Context: an optimization exercise on an open-source flow, tuned for small area. The choices shown serve that exercise and are no tape-out recipe. The RTL was checked by simulation tests, not by an equivalence proof against the original design. Power is estimated from default activity; no workload was simulated.

--- flow/config.mk ---
export PLATFORM = sky130hd
export DESIGN_NAME = Main
export DESIGN_NICKNAME = Main
export VERILOG_FILES = /design/flow/design.v
export SDC_FILE = /design/flow/constraint.sdc
export NUM_CORES = 4
export LEC_CHECK = 0
export CAP_MARGIN = 20
export CORE_MARGIN = 2
export CORE_UTILIZATION = 40
export SLEW_MARGIN = 20
--- flow/constraint.sdc ---
create_clock -name core_clock -period 20.0 [get_ports {CLOCK_50}]
set_input_delay 4.0000 -clock core_clock [delete_from_list [all_inputs] [get_ports {CLOCK_50}]]
set_output_delay 4.0000 -clock core_clock [all_outputs]
set_load 0.01 [all_outputs]
--- flow/design.v ---
module shift(
	input clk,
	input rst,
	input WireIn,
	output ANDShift
	);
	reg Out;
	reg [9:0] ShiftReg;
	always@ (posedge clk) begin
		if (rst) begin
			ShiftReg = 10'b0;
			Out <= 0;
		end
		else begin
			ShiftReg = ShiftReg << 1;  
			ShiftReg[0] = WireIn;  
			if(ShiftReg == 10'b11_1111_1111) Out <= 1;  
			else Out <= 0;
		end
	end
	assign ANDShift = Out;
endmodule
module move_forward(
	input clk,
	input rst,
	input go,
	input [11:0] steps,
	input [3:0] old_state,
	input boundary,
	output [3:0] state,
	output reg done
	);
	reg [3:0] mystate;
	assign state = mystate;
	reg [23:0] counter;
	reg [11:0] mysteps;
	always@(posedge clk) begin
		if (rst) begin
			done <= 0;
			counter <= 0;
			mysteps <= 0;
			mystate <= 4'b1100;
		end
		else if (go && boundary) done <= 1;
		else if (go && !done) begin
			if (mysteps	< steps) begin
				counter <= counter+1;
				if (counter == 24'b0000_0000_0000_0000_0111_1111) begin
					mysteps <= mysteps+1;
					case (mystate)
						4'b1100: mystate <= 4'b0110;
						4'b0110: mystate <= 4'b0011;
						4'b0011: mystate <= 4'b1001;
						4'b1001: mystate <= 4'b1100;
					endcase
					counter <= 0;
				end
			end
			else done <= 1;
		end
		else if (!go) begin
			done <= 0;
			mysteps <= 0;
			mystate <= old_state;
		end
	end
endmodule
module move_backward(
	input clk,
	input rst,
	input go,
	input [11:0] steps,
	input [3:0] old_state,
	input boundary,
	output [3:0] state,
	output reg done
	);
	reg [3:0] mystate;
	assign state = mystate;
	reg [23:0] counter;
	reg [11:0] mysteps;
	always@(posedge clk) begin
		if (rst) begin
			done <= 0;
			counter <= 0;
			mysteps <= 0;
			mystate <= 4'b1100;
		end
		else if (go && boundary) done <= 1;
		else if (go && !done) begin
			if (mysteps	< steps) begin
				counter <= counter+1;
				if (counter == 24'b0000_0000_0000_0000_0111_1111) begin
					mysteps <= mysteps+1;
					case (mystate)
						4'b1100: mystate <= 4'b1001;
						4'b1001: mystate <= 4'b0011;
						4'b0011: mystate <= 4'b0110;
						4'b0110: mystate <= 4'b1100;
					endcase
					counter <= 0;					
				end
			end
			else done <= 1;
		end
		else if (!go) begin
			done <= 0;
			mysteps <= 0;
			mystate <= old_state;
		end
	end
endmodule
module motor_control(
	input clk,
	input rst,
	input go,
	input direction,
	input [11:0] steps,
	input boundary1,
	input boundary2,
	output reg [3:0] state,
	output reg done
	);
	reg [3:0] mystate;
	wire [3:0] state_forward;
	wire [3:0] state_backward;
	reg go_forward;
	reg go_backward;
	wire done_forward;
	wire done_backward;	
	always@(posedge clk) begin
		if (rst) begin
			done <= 0;
			state <= 0;
			mystate <= 4'b1100;
			go_forward <= 0;
			go_backward <= 0;
		end
		else begin
		if (!direction) done <= done_forward;
		else if (direction) done <= done_backward;
		if (go) begin
			state <= mystate;
			if (!direction) begin
				go_forward <= 1;
				mystate <= state_forward;
			end
			else if (direction) begin
				go_backward <= 1;
				mystate <= state_backward;
			end
		end
		else begin
			go_forward <= 0;
			go_backward <= 0;
			state <= 0;
		end
		end
	end
	move_forward mf(
		.clk(clk),
		.rst(rst),
		.go(go_forward),
		.steps(steps),
		.old_state(mystate),
		.boundary(boundary1),
		.state(state_forward),
		.done(done_forward)
		);
	move_backward mb(
		.clk(clk),
		.rst(rst),
		.go(go_backward),
		.steps(steps),
		.old_state(mystate),
		.boundary(boundary2),
		.state(state_backward),
		.done(done_backward)
		);
endmodule
module motor_main(
	input clk,
	input rst,
	input [7:0] direction,
	input scan_offset_move,
	input scan_move,
	input horizontal_offset,
	input boundary_main_1,
	input boundary_main_2,
	input boundary_magnet_1,
	input boundary_magnet_2,
	input reset,
	output [3:0] motor_main_state,
	output [3:0] motor_magnet_state,
	output reg movement_done,
	output reg reset_done,
	output reg offset_done
	);	
	wire wire_N = direction[0];
	wire wire_NE = direction[1];
	wire wire_E = direction[2];
	wire wire_SE = direction[3];
	wire wire_S = direction[4];
	wire wire_SW = direction[5];
	wire wire_W = direction[6];
	wire wire_NW = direction[7];
	wire [3:0] state_main;
	wire [3:0] state_magnet;
	reg go_main;
	reg go_magnet;
	reg [11:0] steps_main;
	reg [11:0] steps_magnet;
	reg dir_main;
	reg dir_magnet;
	reg resetting;
	reg offsetting;
	wire done_main;
	wire done_magnet;
	assign motor_main_state = state_main;
	assign motor_magnet_state = state_magnet;
	always@(posedge clk) begin
		if (rst) begin
			movement_done <= 0;
			reset_done <= 0;
			offset_done <= 0;
			go_main <= 0;
			go_magnet <= 0;
			steps_main <= 0;
			steps_magnet <= 0;
			dir_main <= 0;
			dir_magnet <= 0;
			resetting <= 0;
			offsetting <= 0;
		end
		else begin
		if (resetting) reset_done <= (done_main && done_magnet);
		else if (offsetting) offset_done <= done_magnet;
		else if (go_main && go_magnet) movement_done <= (done_main && done_magnet);
		else if (go_main) movement_done <= done_main;
		else if (go_magnet) movement_done <= done_magnet;
		if (!go_main && !go_magnet) begin
			movement_done <= 0;
			reset_done <= 0;
			offset_done <= 0;
		end
		if (movement_done || reset_done || offset_done) begin
			go_main <= 0;
			go_magnet <= 0;
			resetting <= 0;
			offsetting <= 0;
		end
		else if (reset) begin
			go_main <= 1;
			go_magnet <= 1;
			dir_main <= 0;
			dir_magnet <= 0;
			steps_main <= 12'b1111_1111_1111;
			steps_magnet <= 12'b1111_1111_1111;
			resetting <= 1;
		end
		else if (scan_offset_move) begin
			go_main <= 1;
			dir_main <= 1;
			steps_main <= 12'd220;
		end
		else if (scan_move) begin
			go_main <= 1;
			dir_main <= 1;
			steps_main <= 12'd188;
		end
		else if (horizontal_offset) begin
			go_magnet <= 1;
			dir_magnet <= 1;
			steps_magnet <= 12'd83;
			offsetting <= 1;
		end
		else if (wire_N) begin
			go_main <= 1;
			dir_main <= 0;
			steps_main <= 12'd188;
		end
		else if (wire_S) begin
			go_main <= 1;
			dir_main <= 1;
			steps_main <= 12'd188;
		end
		else if (wire_W) begin
			go_magnet <= 1;
			dir_magnet <= 0;
			steps_magnet <= 12'd188;
		end
		else if (wire_E) begin
			go_magnet <= 1;
			dir_magnet <= 1;
			steps_magnet <= 12'd188;
		end
		else if (wire_NW) begin
			go_main <= 1;
			go_magnet <= 1;
			dir_main <= 0;
			dir_magnet <= 0;
			steps_main <= 12'd188;
			steps_magnet <= 12'd188;
		end
		else if (wire_SW) begin
			go_main <= 1;
			go_magnet <= 1;
			dir_main <= 1;
			dir_magnet <= 0;
			steps_main <= 12'd188;
			steps_magnet <= 12'd188;
		end
		else if (wire_SE) begin
			go_main <= 1;
			go_magnet <= 1;
			dir_main <= 1;
			dir_magnet <= 1;
			steps_main <= 12'd188;
			steps_magnet <= 12'd188;
		end
		else if (wire_NE) begin
			go_main <= 1;
			go_magnet <= 1;
			dir_main <= 0;
			dir_magnet <= 1;
			steps_main <= 12'd188;
			steps_magnet <= 12'd188;
		end
		end
	end
	motor_control mainMotor(
		.clk(clk),
		.rst(rst),
		.go(go_main),
		.direction(dir_main),
		.steps(steps_main),
		.boundary1(boundary_main_1),
		.boundary2(boundary_main_2),
		.state(state_main),
		.done(done_main)
	);
	motor_control magnetMotor(
		.clk(clk),
		.rst(rst),
		.go(go_magnet),
		.direction(dir_magnet),
		.steps(steps_magnet),
		.boundary1(boundary_magnet_1),
		.boundary2(boundary_magnet_2),
		.state(state_magnet),
		.done(done_magnet)
	);
endmodule
module sensor_scan(
	input clk,
	input rst,
	input start_scan,
	input [9:0] scan_data,
	input scan_move_done,
	input TxD_busy,
	output reg sending_scan_left,
	output reg sending_scan_right,
	output reg [4:0] pieces,
	output reg scan_offset_move,
	output reg scan_move
	);
	reg scanning;
	reg done;
	reg [4:0] position;
	reg begun_move;
	reg sending_move;
	reg sent_left;
	reg sent_right;
	reg sent_move;
	always@(posedge clk) begin
		if (rst) begin
			scanning <= 0;
			done <= 0;
			position <= 0;
			begun_move <= 0;
			sending_move <= 0;
			sent_left <= 0;
			sent_right <= 0;
			sent_move <= 0;
			sending_scan_left <= 0;
			sending_scan_right <= 0;
			pieces <= 0;
			scan_offset_move <= 0;
			scan_move <= 0;
		end
		else begin
		if (scan_move) scan_move <= 0;
		if (scan_offset_move) scan_offset_move <= 0;
		if (begun_move) begin
			if (scan_move_done) begin
				begun_move <= 0;
				sending_move <= 1;
			end
		end
		else if (TxD_busy) begin
			if (sending_move) begin
				sending_move <= 0;
				sent_move <= 1;
				position <= position+1;
			end
			else if (sending_scan_left) begin
				sending_scan_left <= 0;
				sent_left <= 1;
			end
			else if (sending_scan_right) begin
				sending_scan_right <= 0;
				sent_right <= 1;
			end
		end
		else if (start_scan) begin
			scanning <= 1;
			position <= 5'd0;
		end
		else if (scanning) begin
			if (position == 0) begin
				scan_offset_move <= 1;
				begun_move <= 1;
			end
			else if (sent_move) begin
				sent_move <= 0;
				sending_scan_left <= 1;
				pieces[0] <= scan_data[0];
				pieces[1] <= scan_data[1];
				pieces[2] <= scan_data[2];
				pieces[3] <= scan_data[3];
				pieces[4] <= scan_data[4];
			end
			else if (sent_left) begin
				sent_left <= 0;
				sending_scan_right <= 1;
				pieces[0] <= scan_data[5];
				pieces[1] <= scan_data[6];
				pieces[2] <= scan_data[7];
				pieces[3] <= scan_data[8];
				pieces[4] <= scan_data[9];
			end
			else if (sent_right) begin
				sent_right <= 0;
				if (position == 5'd10) scanning <= 0;
				else begin
					scan_move <= 1;
					begun_move <= 1;
				end
			end
		end
		end
	end
endmodule
module magnet_control(
	input clk,
	input rst,
	input magnet_on,
	input magnet_off,
	output magnet_state
	);
	reg magnet;
	assign magnet_state = magnet;
	always@(posedge clk) begin
		if (rst) magnet <= 1;
		else if (magnet_on) magnet <= 0;
		else if (magnet_off) magnet <= 1;
	end
endmodule
module display_interface(
	input clk,
	input rst,
	input black_to_play,
	input white_to_play,
	input draw_offer,
	input black_wins,
	input white_wins,
	input draw_game,
	input normal_wait,
	input player_must_jump,
	input more_jumps_available,
	input unrecoverable_error,
	input did_not_move,
	input new_game,
	input user_turn_done,
	output [10:0] display
	);
	reg black_play;
	reg white_play;
	reg draw_offered;
	reg black_win;
	reg white_win;
	reg draw;
	reg normal;
	reg must_jump;
	reg more_jumps;
	reg error;
	reg no_move;
	assign display[0] = black_play;
	assign display[1] = white_play;
	assign display[2] = black_win;
	assign display[3] = white_win;
	assign display[4] = draw;
	assign display[5] = normal;
	assign display[6] = must_jump;
	assign display[7] = more_jumps;
	assign display[8] = error;
	assign display[9] = draw_offered;
	assign display[10] = no_move;
	always@(posedge clk) begin
		if (rst) begin
			black_play <= 0;
			white_play <= 0;
			draw_offered <= 0;
			black_win <= 0;
			white_win <= 0;
			draw <= 0;
			normal <= 0;
			must_jump <= 0;
			more_jumps <= 0;
			error <= 0;
			no_move <= 0;
		end
		else begin
		if (black_to_play) begin
			black_play <= 1;
			white_play <= 0;
		end
		if (white_to_play) begin
			black_play <= 0;
			white_play <= 1;
		end
		if (draw_offer) draw_offered <= 1;
		if (new_game) begin
			black_win <= 0;
			white_win <= 0;
			draw <= 0;
			draw_offered <= 0;
		end
		else begin
			if (black_wins) black_win <= 1;
			else if (white_wins) white_win <= 1;
			else if (draw_game) draw <= 1;
		end
		if (user_turn_done) begin
			normal <= 0;
			must_jump <= 0;
			more_jumps <= 0;
			error <= 0;
			no_move <= 0;
			draw_offered <= 0;
		end
		else begin
			if (normal_wait) normal <= 1;
			if (player_must_jump) must_jump <= 1;
			if (more_jumps_available) more_jumps <= 1;
			if (unrecoverable_error) error <= 1;
			if (did_not_move) no_move <= 1;
		end
		end
	end
endmodule
module encoding(
	input clk,
	input rst,
	input user_turn_done,
	input movement_done,
	input reset_done,
	input offset_done,
	input [7:0] input_stream,
	input sending_scan_left,
	input sending_scan_right,
	input resign,
	input draw,
	input [4:0] pieces,
	input new_game,
	input [2:0] black_setting,
	input [2:0] white_setting,
	output reg [7:0] dataStream,
	output reg data_start
	);
	always@(posedge clk) begin
		if (rst) begin
			data_start <= 0;
			dataStream <= 0;
		end
		else begin
		if (user_turn_done) begin
			data_start <= 1;
			dataStream <= 8'b00000000;
		end
		else if (draw) begin
			data_start <= 1;
			dataStream <= 8'b00010000;
		end
		else if (resign) begin
			data_start <= 1;
			dataStream <= 8'b00100000;
		end
		else if (reset_done) begin
			data_start <= 1;
			dataStream <= 8'b01111111;
		end
		else if (offset_done) begin
			data_start <= 1;
			dataStream <= 8'b01111001;
		end
		else if (movement_done) begin
			data_start <= 1;
			dataStream[7:6] <= 2'b01;
			dataStream[5:3] <= input_stream[5:3];
			dataStream[2:0] <= 3'b000;
		end
		else if (sending_scan_left) begin
			data_start <= 1;
			dataStream[7:5] <= 3'b101;		 
			dataStream[4:0] <= pieces;
		end
		else if (sending_scan_right) begin
			data_start <= 1;
			dataStream[7:5] <= 3'b100;		 
			dataStream[4:0] <= pieces;
		end
		else if (new_game) begin
			data_start <= 1;
			dataStream[7:6] <= 2'b11;
			dataStream[5:3] <= black_setting;
			dataStream[2:0] <= white_setting;
		end
		else data_start <= 0;
		end
	end
endmodule
module decoding(
	input clk,
	input rst,
	input data_incoming,
	input [7:0] dataStream,
	input new_game,
	input user_turn_done,
	output reg [7:0] direction,
	output reg want_scan,
	output reg magnet_on,
	output reg magnet_off,
	output reg reset,
	output reg black_to_play,
	output reg white_to_play,
	output reg draw_offer,
	output reg black_wins,
	output reg white_wins,
	output reg draw,
	output reg normal_wait,
	output reg player_must_jump,
	output reg more_jumps_available,
	output reg unrecoverable_error,
	output reg did_not_move,
	output reg horizontal_offset
	);
	reg old_state;
	reg data_start;
	always@(posedge clk) begin
		if (rst) begin
			direction <= 0;
			want_scan <= 0;
			magnet_on <= 0;
			magnet_off <= 0;
			reset <= 0;
			black_to_play <= 0;
			white_to_play <= 0;
			draw_offer <= 0;
			black_wins <= 0;
			white_wins <= 0;
			draw <= 0;
			normal_wait <= 0;
			player_must_jump <= 0;
			more_jumps_available <= 0;
			unrecoverable_error <= 0;
			did_not_move <= 0;
			horizontal_offset <= 0;
			old_state <= 0;
			data_start <= 0;
		end
		else begin
		if ((data_incoming != old_state) && data_incoming) begin
			old_state <= 1;
			data_start <= 1;
		end
		else if ((data_incoming != old_state) && (!data_incoming)) old_state <= 0;
		else data_start <= 0;
		if (data_start) begin
			if (dataStream[7:6] == 2'b00) begin
				if (dataStream[2:0] == 3'b000) begin
					case (dataStream[5:3])
						3'd0: direction <= 8'b00000001;  
						3'd1: direction <= 8'b00000010;  
						3'd2: direction <= 8'b00000100;  
						3'd3: direction <= 8'b00001000;  
						3'd4: direction <= 8'b00010000;  
						3'd5: direction <= 8'b00100000;  
						3'd6: direction <= 8'b01000000;  
						3'd7: direction <= 8'b10000000;  
					endcase
				end
				else if (dataStream[5:0] == 6'b111111) reset <= 1;
				else if (dataStream[5:0] == 6'b111001) horizontal_offset <= 1;
			end
			else if (dataStream[7:6] == 2'b01) begin
				if (dataStream[5]) magnet_on <= 1;
				else if (!dataStream[5]) magnet_off <= 1;
			end
			else if (dataStream[7:6] == 2'b10) begin
				if (dataStream[5:0] == 6'b111111) want_scan <= 1;
				else if (dataStream[5:2] == 4'b1000) begin
					if (dataStream[1:0] == 2'b01) black_to_play <= 1;
					else if (dataStream[1:0] == 2'b10) white_to_play <= 1;
				end
				else if (dataStream[5:2] == 4'b1010) draw_offer <= 1;
				else if (dataStream[5:2] == 4'b0000) begin
					if (dataStream[1:0] == 2'b01) black_wins <= 1;
					else if (dataStream[1:0] == 2'b10) white_wins <= 1;
					else if (dataStream[1:0] == 2'b11) draw <= 1;
				end
			end
			else if (dataStream[7:6] == 2'b11) begin
				if (dataStream[5:0] == 6'b000000) normal_wait <= 1;
				else if (dataStream[5:0] == 6'b000001) player_must_jump <= 1;
				else if (dataStream[5:0] == 6'b000010) more_jumps_available <= 1;
				else if (dataStream[5:0] == 6'b111111) unrecoverable_error <= 1;
				else if (dataStream[5:0] == 6'b000011) did_not_move <= 1;
			end
		end
		else begin
			direction <= 0;
			want_scan <= 0;
			magnet_on <= 0;
			magnet_off <= 0;
			reset <= 0;
			horizontal_offset <= 0;
			black_wins <= 0;
			white_wins <= 0;
			draw <= 0;
			white_to_play <= 0;
			black_to_play <= 0;
			draw_offer <= 0;
			normal_wait <= 0;
			player_must_jump <= 0;
			more_jumps_available <= 0;
			unrecoverable_error <= 0;
			did_not_move <= 0;
		end
		end
	end
endmodule
module async_receiver(clk, rst, RxD, RxD_data_ready, RxD_data, RxD_endofpacket, RxD_idle);
input clk, rst, RxD;
output RxD_data_ready;   
output [7:0] RxD_data;
parameter ClkFrequency = 50000000;  
parameter Baud = 115200;
output RxD_endofpacket;   
output RxD_idle;   
parameter Baud8 = Baud*8;
parameter Baud8GeneratorAccWidth = 16;
wire [Baud8GeneratorAccWidth:0] Baud8GeneratorInc = ((Baud8<<(Baud8GeneratorAccWidth-7))+(ClkFrequency>>8))/(ClkFrequency>>7);
reg [Baud8GeneratorAccWidth:0] Baud8GeneratorAcc;
always @(posedge clk) if (rst) Baud8GeneratorAcc <= 0; else Baud8GeneratorAcc <= Baud8GeneratorAcc[Baud8GeneratorAccWidth-1:0] + Baud8GeneratorInc;
wire Baud8Tick = Baud8GeneratorAcc[Baud8GeneratorAccWidth];
reg [1:0] RxD_sync_inv;
always @(posedge clk) if (rst) RxD_sync_inv <= 2'b00; else if(Baud8Tick) RxD_sync_inv <= {RxD_sync_inv[0], ~RxD};
reg [1:0] RxD_cnt_inv;
reg RxD_bit_inv;
always @(posedge clk)
if (rst)
begin
	RxD_cnt_inv <= 2'b00;
	RxD_bit_inv <= 1'b0;
end
else
if(Baud8Tick)
begin
	if( RxD_sync_inv[1] && RxD_cnt_inv!=2'b11) RxD_cnt_inv <= RxD_cnt_inv + 2'h1;
	else 
	if(~RxD_sync_inv[1] && RxD_cnt_inv!=2'b00) RxD_cnt_inv <= RxD_cnt_inv - 2'h1;
	if(RxD_cnt_inv==2'b00) RxD_bit_inv <= 1'b0;
	else
	if(RxD_cnt_inv==2'b11) RxD_bit_inv <= 1'b1;
end
reg [3:0] state;
reg [3:0] bit_spacing;
wire next_bit = (bit_spacing==4'd10);
always @(posedge clk)
if(rst || state==0)
	bit_spacing <= 4'b0000;
else
if(Baud8Tick)
	bit_spacing <= {bit_spacing[2:0] + 4'b0001} | {bit_spacing[3], 3'b000};
always @(posedge clk)
if (rst) state <= 4'b0000;
else
if(Baud8Tick)
case(state)
	4'b0000: if(RxD_bit_inv) state <= 4'b1000;   
	4'b1000: if(next_bit) state <= 4'b1001;   
	4'b1001: if(next_bit) state <= 4'b1010;   
	4'b1010: if(next_bit) state <= 4'b1011;   
	4'b1011: if(next_bit) state <= 4'b1100;   
	4'b1100: if(next_bit) state <= 4'b1101;   
	4'b1101: if(next_bit) state <= 4'b1110;   
	4'b1110: if(next_bit) state <= 4'b1111;   
	4'b1111: if(next_bit) state <= 4'b0001;   
	4'b0001: if(next_bit) state <= 4'b0000;   
	default: state <= 4'b0000;
endcase
reg [7:0] RxD_data;
always @(posedge clk)
if (rst) RxD_data <= 8'h00;
else
if(Baud8Tick && next_bit && state[3]) RxD_data <= {~RxD_bit_inv, RxD_data[7:1]};
reg RxD_data_ready, RxD_data_error;
always @(posedge clk)
if (rst)
begin
	RxD_data_ready <= 1'b0;
	RxD_data_error <= 1'b0;
end
else
begin
	RxD_data_ready <= (Baud8Tick && next_bit && state==4'b0001 && ~RxD_bit_inv);   
	RxD_data_error <= (Baud8Tick && next_bit && state==4'b0001 &&  RxD_bit_inv);   
end
reg [4:0] gap_count;
always @(posedge clk) if (rst || state!=0) gap_count<=5'h00; else if(Baud8Tick & ~gap_count[4]) gap_count <= gap_count + 5'h01;
assign RxD_idle = gap_count[4];
reg RxD_endofpacket; always @(posedge clk) if (rst) RxD_endofpacket <= 1'b0; else RxD_endofpacket <= Baud8Tick & (gap_count==5'h0F);
endmodule
module async_transmitter(clk, rst, TxD_start, TxD_data, TxD, TxD_busy);
input clk, rst, TxD_start;
input [7:0] TxD_data;
output TxD, TxD_busy;
parameter ClkFrequency = 50000000;	 
parameter Baud = 115200;
parameter RegisterInputData = 1;	 
parameter BaudGeneratorAccWidth = 16;
reg [BaudGeneratorAccWidth:0] BaudGeneratorAcc;
wire [BaudGeneratorAccWidth:0] BaudGeneratorInc = ((Baud<<(BaudGeneratorAccWidth-4))+(ClkFrequency>>5))/(ClkFrequency>>4);
wire BaudTick = BaudGeneratorAcc[BaudGeneratorAccWidth];
wire TxD_busy;
always @(posedge clk) if (rst) BaudGeneratorAcc <= 0; else if(TxD_busy) BaudGeneratorAcc <= BaudGeneratorAcc[BaudGeneratorAccWidth-1:0] + BaudGeneratorInc;
reg [3:0] state;
wire TxD_ready = (state==0);
assign TxD_busy = ~TxD_ready;
reg [7:0] TxD_dataReg;
always @(posedge clk) if (rst) TxD_dataReg <= 8'h00; else if(TxD_ready & TxD_start) TxD_dataReg <= TxD_data;
wire [7:0] TxD_dataD = RegisterInputData ? TxD_dataReg : TxD_data;
always @(posedge clk)
if (rst) state <= 4'b0000;
else
case(state)
	4'b0000: if(TxD_start) state <= 4'b0001;
	4'b0001: if(BaudTick) state <= 4'b0100;
	4'b0100: if(BaudTick) state <= 4'b1000;   
	4'b1000: if(BaudTick) state <= 4'b1001;   
	4'b1001: if(BaudTick) state <= 4'b1010;   
	4'b1010: if(BaudTick) state <= 4'b1011;   
	4'b1011: if(BaudTick) state <= 4'b1100;   
	4'b1100: if(BaudTick) state <= 4'b1101;   
	4'b1101: if(BaudTick) state <= 4'b1110;   
	4'b1110: if(BaudTick) state <= 4'b1111;   
	4'b1111: if(BaudTick) state <= 4'b0010;   
	4'b0010: if(BaudTick) state <= 4'b0011;   
	4'b0011: if(BaudTick) state <= 4'b0000;   
	default: if(BaudTick) state <= 4'b0000;
endcase
reg muxbit;
always @( * )
case(state[2:0])
	3'd0: muxbit <= TxD_dataD[0];
	3'd1: muxbit <= TxD_dataD[1];
	3'd2: muxbit <= TxD_dataD[2];
	3'd3: muxbit <= TxD_dataD[3];
	3'd4: muxbit <= TxD_dataD[4];
	3'd5: muxbit <= TxD_dataD[5];
	3'd6: muxbit <= TxD_dataD[6];
	3'd7: muxbit <= TxD_dataD[7];
endcase
reg TxD;
always @(posedge clk) if (rst) TxD <= 1'b1; else TxD <= (state<4) | (state[3] & muxbit);   
endmodule
module Main(
	input CLOCK_50,
	input rst,
	input [3:0] KEY,
	input [5:0] SW,
	input [9:0] SENSOR_N,
	input [3:0] BOUNDARY_N,
	input UART_RXD,
	output UART_TXD,
	output [3:0] MOTOR_MAIN,
	output [3:0] MOTOR_MAGNET,
	output MAGNET_N,
	output [10:0] DISPLAY
	);
	wire [35:0] GPIO_0;
	assign GPIO_0[6'd26] = SENSOR_N[0];
	assign GPIO_0[6'd27] = SENSOR_N[1];
	assign GPIO_0[6'd29] = SENSOR_N[2];
	assign GPIO_0[6'd31] = SENSOR_N[3];
	assign GPIO_0[6'd33] = SENSOR_N[4];
	assign GPIO_0[6'd35] = SENSOR_N[5];
	assign GPIO_0[6'd34] = SENSOR_N[6];
	assign GPIO_0[6'd32] = SENSOR_N[7];
	assign GPIO_0[6'd30] = SENSOR_N[8];
	assign GPIO_0[6'd28] = SENSOR_N[9];
	assign GPIO_0[4'd2] = BOUNDARY_N[0];
	assign GPIO_0[4'd4] = BOUNDARY_N[1];
	assign GPIO_0[4'd6] = BOUNDARY_N[2];
	assign GPIO_0[4'd8] = BOUNDARY_N[3];
	wire scan_offset_move, scan_move, horizontal_offset, reset;
	wire movement_done, reset_done, offset_done;
	wire want_scan, TxD_busy, TxD_start, RxD_data_ready;
	wire sending_scan_left, sending_scan_right;
	wire magnet_on, magnet_off;
	wire black_to_play, white_to_play, draw_offer, black_wins, white_wins;
	wire draw_game, normal_wait, player_must_jump, more_jumps_available;
	wire unrecoverable_error, did_not_move;
	wire RxD_endofpacket, RxD_idle;
	reg [3:0] posKEY;
	reg [3:0] edgeKEY;
	wire [7:0] input_stream;
	wire [7:0] output_stream;
	wire [7:0] direction;
	wire [4:0] pieces;
	wire [9:0] sensorData;
		wire boundary_S;
	wire boundary_N;
	wire boundary_E;
	wire boundary_W;
always @ (posedge CLOCK_50) begin
	if (rst) begin
		posKEY <= 4'b0000;
		edgeKEY <= 4'b0000;
	end
	else begin
	if(!KEY[0] & !edgeKEY[0]) begin
		posKEY[0] <= 1;
		edgeKEY[0] <= 1;
	end
	else if (KEY[0]) edgeKEY[0] <= 0;
	else posKEY[0] <= 0;
	if(!KEY[1] & !edgeKEY[1]) begin
		posKEY[1] <= 1;
		edgeKEY[1] <= 1;
	end
	else if (KEY[1]) edgeKEY[1] <= 0;
	else posKEY[1] <= 0;
	if(!KEY[2] & !edgeKEY[2]) begin
		posKEY[2] <= 1;
		edgeKEY[2] <= 1;
	end
	else if (KEY[2]) edgeKEY[2] <= 0;
	else posKEY[2] <= 0;
	if(!KEY[3] & !edgeKEY[3]) begin
		posKEY[3] <= 1;
		edgeKEY[3] <= 1;
	end
	else if (KEY[3]) edgeKEY[3] <= 0;
	else posKEY[3] <= 0;
	end
end
shift Bound_N(
	.clk(CLOCK_50),
	.rst(rst),
	.WireIn(!GPIO_0[4'd2]),
	.ANDShift(boundary_N)
	);
shift Bound_S(
	.clk(CLOCK_50),
	.rst(rst),
	.WireIn(!GPIO_0[4'd4]),
	.ANDShift(boundary_S)
	);
shift Bound_W(
	.clk(CLOCK_50),
	.rst(rst),
	.WireIn(!GPIO_0[4'd6]),
	.ANDShift(boundary_W)
	);
shift Bound_E(
	.clk(CLOCK_50),
	.rst(rst),
	.WireIn(!GPIO_0[4'd8]),
	.ANDShift(boundary_E)
	);
shift Sensor1(
	.clk(CLOCK_50),
	.rst(rst),
	.WireIn(!GPIO_0[6'd26]),
	.ANDShift(sensorData[0])
	);
shift Sensor2(
	.clk(CLOCK_50),
	.rst(rst),
	.WireIn(!GPIO_0[6'd27]),
	.ANDShift(sensorData[1])
	);
shift Sensor3(
	.clk(CLOCK_50),
	.rst(rst),
	.WireIn(!GPIO_0[6'd29]),
	.ANDShift(sensorData[2])
	);
shift Sensor4(
	.clk(CLOCK_50),
	.rst(rst),
	.WireIn(!GPIO_0[6'd31]),
	.ANDShift(sensorData[3])
	);
shift Sensor5(
	.clk(CLOCK_50),
	.rst(rst),
	.WireIn(!GPIO_0[6'd33]),
	.ANDShift(sensorData[4])
	);
shift Sensor6(
	.clk(CLOCK_50),
	.rst(rst),
	.WireIn(!GPIO_0[6'd35]),
	.ANDShift(sensorData[5])
	);
shift Sensor7(
	.clk(CLOCK_50),
	.rst(rst),
	.WireIn(!GPIO_0[6'd34]),
	.ANDShift(sensorData[6])
	);
shift Sensor8(
	.clk(CLOCK_50),
	.rst(rst),
	.WireIn(!GPIO_0[6'd32]),
	.ANDShift(sensorData[7])
	);
shift Sensor9(
	.clk(CLOCK_50),
	.rst(rst),
	.WireIn(!GPIO_0[6'd30]),
	.ANDShift(sensorData[8])
	);
shift Sensor10(
	.clk(CLOCK_50),
	.rst(rst),
	.WireIn(!GPIO_0[6'd28]),
	.ANDShift(sensorData[9])
	);
motor_main m(
	.clk(CLOCK_50),
	.rst(rst),
	.direction(direction),
	.scan_offset_move(scan_offset_move),
	.scan_move(scan_move),
	.horizontal_offset(horizontal_offset),
	.boundary_main_1(boundary_S),
	.boundary_main_2(boundary_N),
	.boundary_magnet_1(boundary_E),
	.boundary_magnet_2(boundary_W),
	.reset(reset),
	.motor_main_state(MOTOR_MAIN),
	.motor_magnet_state(MOTOR_MAGNET),
	.movement_done(movement_done),
	.reset_done(reset_done),
	.offset_done(offset_done)
	);
sensor_scan s(
	.clk(CLOCK_50),
	.rst(rst),
	.start_scan(want_scan),
	.scan_data(sensorData),
	.scan_move_done(movement_done),
	.TxD_busy(TxD_busy),
	.sending_scan_left(sending_scan_left),
	.sending_scan_right(sending_scan_right),
	.pieces(pieces),
	.scan_offset_move(scan_offset_move),
	.scan_move(scan_move)
	);
magnet_control ma(
	.clk(CLOCK_50),
	.rst(rst),
	.magnet_on(magnet_on),
	.magnet_off(magnet_off),
	.magnet_state(MAGNET_N)
	);
display_interface di(
	.clk(CLOCK_50),
	.rst(rst),
	.black_to_play(black_to_play),
	.white_to_play(white_to_play),
	.draw_offer(draw_offer),
	.black_wins(black_wins),
	.white_wins(white_wins),
	.draw_game(draw_game),
	.normal_wait(normal_wait),
	.player_must_jump(player_must_jump),
	.more_jumps_available(more_jumps_available),
	.unrecoverable_error(unrecoverable_error),
	.did_not_move(did_not_move),
	.new_game(posKEY[1]),
	.user_turn_done(posKEY[0]),
	.display(DISPLAY)
	);
encoding e(
	.clk(CLOCK_50),
	.rst(rst),
	.user_turn_done(posKEY[0]),
	.movement_done(movement_done),
	.reset_done(reset_done),
	.offset_done(offset_done),
	.input_stream(input_stream),
	.sending_scan_left(sending_scan_left),
	.sending_scan_right(sending_scan_right),
	.resign(posKEY[2]),
	.draw(posKEY[3]),
	.pieces(pieces),
	.new_game(posKEY[1]),
	.black_setting(SW[5:3]),
	.white_setting(SW[2:0]),
	.dataStream(output_stream),
	.data_start(TxD_start)
	);
decoding d(
	.clk(CLOCK_50),
	.rst(rst),
	.data_incoming(RxD_data_ready),
	.dataStream(input_stream),
	.new_game(1'b0),
	.user_turn_done(1'b0),
	.direction(direction),
	.want_scan(want_scan),
	.magnet_on(magnet_on),
	.magnet_off(magnet_off),
	.reset(reset),
	.black_to_play(black_to_play),
	.white_to_play(white_to_play),
	.draw_offer(draw_offer),
	.black_wins(black_wins),
	.white_wins(white_wins),
	.draw(draw_game),
	.normal_wait(normal_wait),
	.player_must_jump(player_must_jump),
	.more_jumps_available(more_jumps_available),
	.unrecoverable_error(unrecoverable_error),
	.did_not_move(did_not_move),
	.horizontal_offset(horizontal_offset)
	);
async_receiver r(
	.clk(CLOCK_50),
	.rst(rst),
	.RxD(UART_RXD),
	.RxD_data_ready(RxD_data_ready),
	.RxD_data(input_stream),
	.RxD_endofpacket(RxD_endofpacket),
	.RxD_idle(RxD_idle)
	);
async_transmitter t(
	.clk(CLOCK_50),
	.rst(rst),
	.TxD_start(TxD_start),
	.TxD_data(output_stream),
	.TxD(UART_TXD),
	.TxD_busy(TxD_busy)
	);
endmodule
--- flow/run.sh ---
#!/bin/bash
# synth_recipe.tcl (not shown) runs the flow's synth.tcl, then flattens the netlist and writes it again
# the make line also repeats each setting of config.mk as NAME=value (left out here)
make -C /OpenROAD-flow-scripts/flow DESIGN_CONFIG=/design/flow/config.mk WORK_HOME=/design/flow/orfs CLKGATE_MAP_FILE= SYNTH_SCRIPT=/design/flow/synth_recipe.tcl finish
==> run notes <==
[cell families (layout without fill, tap and decap cells)]
| family | count (synthesis) | in the layout | synth area share, % |
|---|---|---|---|
| simple gates | 1009 | 1009 | 24.8 |
| compound gates | 524 | 524 | 16.5 |
| flops | 484 | 484 | 45.8 |
| buf+inv | 210 | 230 | 3.95 |
| fa+ha+maj | 67 | 67 | 3.97 |
| xor+xnor | 65 | 65 | 2.69 |
| mux | 45 | 45 | 2.26 |
[area by class of cell]
| class | count | area share, % |
|---|---|---|
| multi-input cells | 1710 | 44.7 |
| flip-flops and latches | 484 | 40.7 |
| clock buffers | 78 | 6.68 |
| well taps | 688 | 3.61 |
| repair buffers | 61 | 2.49 |
| inverters | 75 | 1.18 |
| clock inverters | 16 | 0.651 |
[sequential cells by signal, summed over array words and instances (netlist names), 12 cells and up]
register                  count
m.magnetMotor.mb.counter     24
m.magnetMotor.mb.mysteps     12
m.magnetMotor.mf.counter     24
m.magnetMotor.mf.mysteps     12
m.mainMotor.mb.counter       24
m.mainMotor.mb.mysteps       12
m.mainMotor.mf.counter       24
m.mainMotor.mf.mysteps       12
r.Baud8GeneratorAcc          14
t.BaudGeneratorAcc           17
[cells in the final DEF (no fill, tap or decap), drive strengths merged, types with 18 or more instances in the layout]
| cell | netlist | final |
|---|---|---|
| a211oi | 41 | 41 |
| a21oi | 178 | 178 |
| a31oi | 18 | 18 |
| and3 | 33 | 33 |
| clkbuf | 107 | 78 |
| clkdlybuf4s50 | 0 | 46 |
| dfxtp | 484 | 484 |
| ha | 67 | 67 |
| inv | 75 | 75 |
| mux2i | 41 | 41 |
| nand2 | 149 | 149 |
| nand3 | 100 | 100 |
| nand4 | 61 | 61 |
| nor2 | 252 | 252 |
| nor2b | 122 | 122 |
| nor3 | 86 | 86 |
| nor4 | 49 | 49 |
| o211ai | 21 | 21 |
| o21a | 18 | 18 |
| o21ai | 87 | 87 |
| o31ai | 42 | 42 |
| or3 | 50 | 50 |
| or4 | 34 | 34 |
| xnor2 | 34 | 34 |
| xor2 | 31 | 31 |
[routing by layer]
metal	vias to the layer above	routed length (µm)	global-route usage, %
met5	-	0	0
met4	0	816	4.77
met3	65	1750	2.47
met2	303	21600	27.9
met1	8145	23700	24.5
li1	8690	-	-
[power groups by stage]
stage	sequential, mW	clock [mW]	combinational [mW]
final	0.989	0.969	0.0565
after floorplan	1.01	0	0.0422
after CTS	0.989	0.998	0.0570
after global routing	0.991	1.04	0.0636
after detailed placement	1.01	0	0.0565
after global placement	1.01	0	0.0551
[worst reg2reg max path, cell delays in order, from the launching register on]
cell	delay [ps]
dfxtp_1	290
inv_1	240
ha_1	310
a211o_1	290
a31oi_1	300
o41a_1	540
o211ai_1	440
o21ai_1	770
buf_4	320
nor2_1	70
[worst paths after layout]
| check | startpoint | end | slack [ps] |
|---|---|---|---|
| setup / recovery | rst | m.mainMotor.mf.counter[21] | 14320 |
| hold reg to reg | Sensor10.ShiftReg[1] | Sensor10.Out | 440 |
| setup reg to reg | m.steps_main[7] | m.mainMotor.mf.counter[21] | 16320 |
| hold / removal | Sensor10.ShiftReg[1] | Sensor10.Out | 440 |
[per-stage QoR]
step	total power [mW]	area [µm²]	hold WS, ps	setup WS (ps)	instances
after CTS	2.04	23800	442	14360	3112
after global routing	2.09	23800	458	14080	3112
after detailed placement	1.07	22100	434	13740	3018
after global placement	1.07	22100	436	13850	3018
final	2.02	23800	438	14320	3112
after floorplan	1.05	21100	422	14760	2404
==> flow_metrics.py <==
metrics = {
    "outcome": {
        "status": "complete, no violations",
    },
    "global_route": {
        "grt_max_degree": 195,
        "grt_pass1_wl_mm": 80.3,
        "grt.overflow.total": 0,
        "antenna_found_initial": 0,
        "grtUsageTotal_pct": 17.4,
        "grt_pass1_vias": 16000,
    },
    "sta": {
        "finalHoldViolCount": 0,
        "rsz0062_at_grt": "no",
        "relSlewSlack_pct": 36.9,
        "fmax_mhz": 176,
        "max_slew.worst_pin.slew_ps": 942,
        "period_share_pct": 28.4,
        "drv_slew": 0,
        "finalSetupTns_ps": 0,
        "period_minus_slack_ps": 5680,
        "setup_viol": 0,
        "fin_worst_skew_ps": 15.6,
    },
    "logic_synthesis": {
        "syn_inst": 2404,
        "synth_area_um2": 21100,
        "yosysTopAreaCellShare_pct": 45.8,
        "ys_ff_latch": 484,
        "synth_cell_types": 79,
        "yosysWarnings": 13,
        "synth_common_cells": "484 x dfxtp_1, 252 x nor2_1, 178 x a21oi_1",
        "yosysTopAreaCell": "dfxtp_1",
        "syn-num-nets": 2498,
        "synth_area_leaders": "dfxtp_1 46%, nor2_1 4.5%, a21oi_1 4.2%",
        "synth_ff_type": "dfxtp_1",
        "yosysMostFrequentCell": "dfxtp_1",
        "synth_edf_count": 0,
        "syn_avg_cell_area_um2": 8.79,
        "synthArstFlopShare_pct": 0,
        "yosysSeqAreaShare_pct": 45.8,
    },
    "power_and_ir_drop": {
        "p_int_mw": 1.57,
        "leakagePower_nw": 8.08,
        "pwr_density_cell_nw_per_um2": 84.6,
        "p_seq_share_pct": 49.1,
        "clkPwrFrac_pct": 48.1,
        "max-vdd-ir-drop_uv": 70.6,
        "p_sw_share_pct": 21.9,
        "net-switching-power_uw": 441,
        "combPwrFrac_pct": 2.8,
    },
    "detailed_routing": {
        "vias": 17200,
        "avgViaCountPerCell": 5.53,
        "first_pass_iters": 6,
        "drc_errors": 0,
        "drt-initial-drc-count": 1351,
        "wire_per_inst_um": 15.4,
        "drtAntennaViolNets": 0,
        "totalWireLength_mm": 47.9,
    },
    "cells_and_area": {
        "nNetsFinal": 2479,
        "multi_input_area_um2": 10600,
        "postLayoutCoreUtil_pct": 45.4,
        "n_fill_cell": 4992,
        "drive_gt1_share_pct": 5.28,
        "seq_area_um2": 9690,
        "synthToLayoutAreaGrowth_pct": 12.6,
        "antenna_cells": 0,
    },
    "worst_setup_path": {
        "cp.required_ps": 20470,
        "arrival_ps": 6140,
        "path_class": "in -> reg",
        "worstPathCellList": "buf_8, clkinv_1, buf_4, o21ai_1, buf_4, nor2_1",
        "cp_top_family": "buffers and inverters",
        "cpMaxStageDelayCell": "o21ai_1",
        "path_buf_inv": 4,
        "end_kind": "flop",
        "path_depth": 6,
        "startpoint_type": "input pin",
        "rr_worst_depth": 9,
        "crit_fanout": 87,
        "cpPeakStageDelay_ps": 490,
        "path_common_cell": "buf_4",
    },
    "die": {
        "die_y_um": 234,
        "die_area_um2": 54700,
        "start_util_pct": 40.3,
        "core_um2": 52400,
        "die_x_um": 234,
        "pin_count": 48,
        "num_rows": 84,
    },
    "clock_network": {
        "postCtsSetupBuffers": 0,
        "clk_latency_ps": 590,
        "cts_max_level": 2,
        "cts_tree": "yes",
        "hold_buffers": 0,
        "clock_sinks": 484,
        "clk_path_buf_depth": 3,
        "root_buffer": "clkbuf_16",
        "clkTransAtPathRegs_ps": 60,
        "numCtsBuffers": 53,
        "cts_resized": 0,
    },
    "min_path": {
        "min_path_type": "reg -> reg",
        "holdPathStages": 2,
    },
    "place": {
        "port_buffers": 47,
        "hpwl_mm": 31.9,
        "gp_congestion": 0.811,
    },
    "run": {
        "timing.max_cap.violations": 0,
    },
}

[static timing again, ports no longer ideal]
Ports are ideal in the flow. The routed layout listed here was re-timed in OpenROAD. Step 1, drivers: a clkbuf_16 drives CLOCK_50 and a buf_2 each remaining input, both assumed. Step 2 also shifts input and output timing later by t, the mid clock arrival at the registers, as if the neighbouring blocks saw the same clock. Slacks: no drivers / after step 1 / after step 2; pairs: no drivers / after step 1.
t, ns: 0.643
setup WS [ns]: 14.323 / 14.332 / 13.688
hold slack, ns: 0.438 / 0.437 / 0.437
worst register clock-pin slew, ns: 0.06 / 0.06
After both steps this run still meets setup and hold. The setup slack of this run moves by +0.009 ns with the drivers and by -0.635 ns with both steps.
